This is an optimization exercise on Yosys and OpenROAD, whose aim is small area and a short achievable clock period, not a production implementation.
Function was checked by simulation only, so behaviour that the tests miss may differ from the original.
No activity file was given, so power comes from the tool's default toggle rates.

## npu_top
module npu_top(
    input  wire        CLKEXT,
    input  wire        RST_GLO,
    input  wire        EN_FSM,
    input  wire        EN_CONFIG,
    input  wire [7:0]  DA,
    input  wire [7:0]  DB,
    input  wire [7:0]  DC,
    input  wire [7:0]  DD,
    input  wire        RD_EN,
    input  wire        EN_PISO_DEB,
    input  wire        CLR_PISO_DEB,
    input  wire        SHIFT_DEB,
    input  wire        SEL_CON,
    output wire [7:0]  D_OUT,
    output wire        FULL,
    output wire        EMPTY
);
    wire RST = RST_GLO;
    reg [15:0] ssfr;
    always @(posedge CLKEXT)
        if (RST)            ssfr <= 16'h2280;
        else if (EN_CONFIG) ssfr <= {DA, DB};
    localparam IDLE = 3'd0, BIAS = 3'd1, ACC = 3'd2, LAST = 3'd3, WAIT = 3'd4;
    localparam O_IDLE = 3'd0, O_S1 = 3'd1, O_S2 = 3'd2, O_S3 = 3'd3, O_S4 = 3'd4, O_S5 = 3'd5;
    reg [15:0] counter;
    reg        ctr_out;
    reg [2:0]  state_acc, state_out;
    reg        out_done, acc_flag;
    reg        f_en_buf, f_clr_buf, f_en_mac, f_rst_mac, f_en_relu, f_clr_piso;
    reg        f_shift, f_en_piso, f_wr;
    always @(posedge CLKEXT) begin
        if (RST) begin
            counter <= {DB, DD};
            ctr_out <= 1'b0;
        end else begin
            ctr_out <= (counter == 16'd1);
            counter <= (counter == 16'd0) ? {DB, DD} : counter - 16'd1;
        end
    end
    always @(posedge CLKEXT) begin
        if (RST) begin
            f_shift <= 1'b0; f_en_piso <= 1'b0; f_wr <= 1'b0; out_done <= 1'b0;
            state_out <= O_IDLE;
        end else begin
            case (state_out)
                O_IDLE: begin
                    f_shift <= 1'b1; f_en_piso <= 1'b0; f_wr <= 1'b0; out_done <= 1'b0;
  ...
==> flow/config.mk <==
export PLATFORM = sky130hd
export DESIGN_NAME = npu_top
export DESIGN_NICKNAME = npu_top
export VERILOG_FILES = /design/flow/design.v
export SDC_FILE = /design/flow/constraint.sdc
export NUM_CORES = 4
export LEC_CHECK = 0
export ABC_AREA = 1
export CAP_MARGIN = 20
export CORE_MARGIN = 2
export CORE_UTILIZATION = 65
export CTS_CLUSTER_DIAMETER = 60
export CTS_CLUSTER_SIZE = 30
export SLEW_MARGIN = 20
==> flow/constraint.sdc <==
create_clock -name core_clock -period 10.0 [get_ports {CLKEXT}]
set_input_delay 2.0000 -clock core_clock [delete_from_list [all_inputs] [get_ports {CLKEXT}]]
set_output_delay 2.0000 -clock core_clock [all_outputs]
set_load 0.01 [all_outputs]
standard.sh (not shown) runs the stock make flow with config.mk's settings and CLKGATE_MAP_FILE= SYNTH_SCRIPT=/design/flow/synth_recipe.tcl, a recipe that flattens the netlist after the stock synthesis.
==> flow/flow/run.sh <==
#!/bin/bash
set -euo pipefail
bash standard.sh SETUP_SLACK_MARGIN=6.75 finish > standard_flow.log 2>&1
The first run ran to the end with no violations.
Next try:
==> flow/flow/run.sh (replaced) <==
#!/bin/bash
set -euo pipefail
bash standard.sh SETUP_SLACK_MARGIN=6.85 finish > standard_flow.log 2>&1
After rerunning:
- synthesized area stays the same
- power came out lower by a few percent
- non-clock buffer count came out higher by 30
- clock-buffer cell count came out lower by 11
- die area does not change
- global-route usage came out higher by 1.0 points
- clock power came out lower by a little under a tenth
- via count came out higher slightly
- sequential power is about the same
Next try:
==> flow/flow/run.sh (replaced) <==
#!/bin/bash
set -euo pipefail
bash standard.sh SETUP_SLACK_MARGIN=6.75 finish > standard_flow.log 2>&1
ABC_AREA = unset   (was 1)
CAP_MARGIN = 10   (was 20)
SLEW_MARGIN = 10   (was 20)
Outcome: The changed run produced a clean layout; routed wire length decreases by roughly a tenth; worst hold slack gains 0.0045 ns; critical path depth rises by 9.
Next try:
CAP_MARGIN = 20   (was 10)
SLEW_MARGIN = 20   (was 10)
Result: The new run ran to the end with no violations; sequential power hardly moves; sequential share of layout area hardly moves; worst setup slack gains 0.0087 ns; final area hardly moves; global-route usage is unchanged; power hardly moves; register-to-register slack stays flat; utilization hardly moves; critical path depth decreases by 3; synthesized area is unchanged.

[static timing again, ports no longer ideal]
The flow's constraints put no driver on any port. The routed layouts listed below were extracted and timed again, unchanged, in two steps. Step 1: set_driving_cell puts a clkbuf_16 on CLKEXT and a buf_2 on each other input, an assumption about the parent block. Step 2, shift: input delay + t, output delay - t, t = (earliest + latest rising clock arrival at the registers) / 2. This alone moves slack from input paths to output paths. Three values: no drivers, after step 1, after step 2; two values: the first two.
run | t (ns) | setup slack, ns | hold WS [ns]
the first run | 0.795 | 6.674 / 6.600 / 5.994 | 0.354 / 0.354 / 0.354
the second run | 0.801 | 6.712 / 6.677 / 6.002 | 0.352 / 0.352 / 0.352
the third run | 0.772 | 6.739 / 6.721 / 5.988 | 0.356 / 0.356 / 0.356
the fourth run | 0.772 | 6.748 / 6.721 / 6.020 | 0.356 / 0.356 / 0.356
After both steps every run listed still meets setup and hold. The setup slack of the third run, which loses most, moves by -0.018 ns with the drivers and by -0.751 ns with both steps.
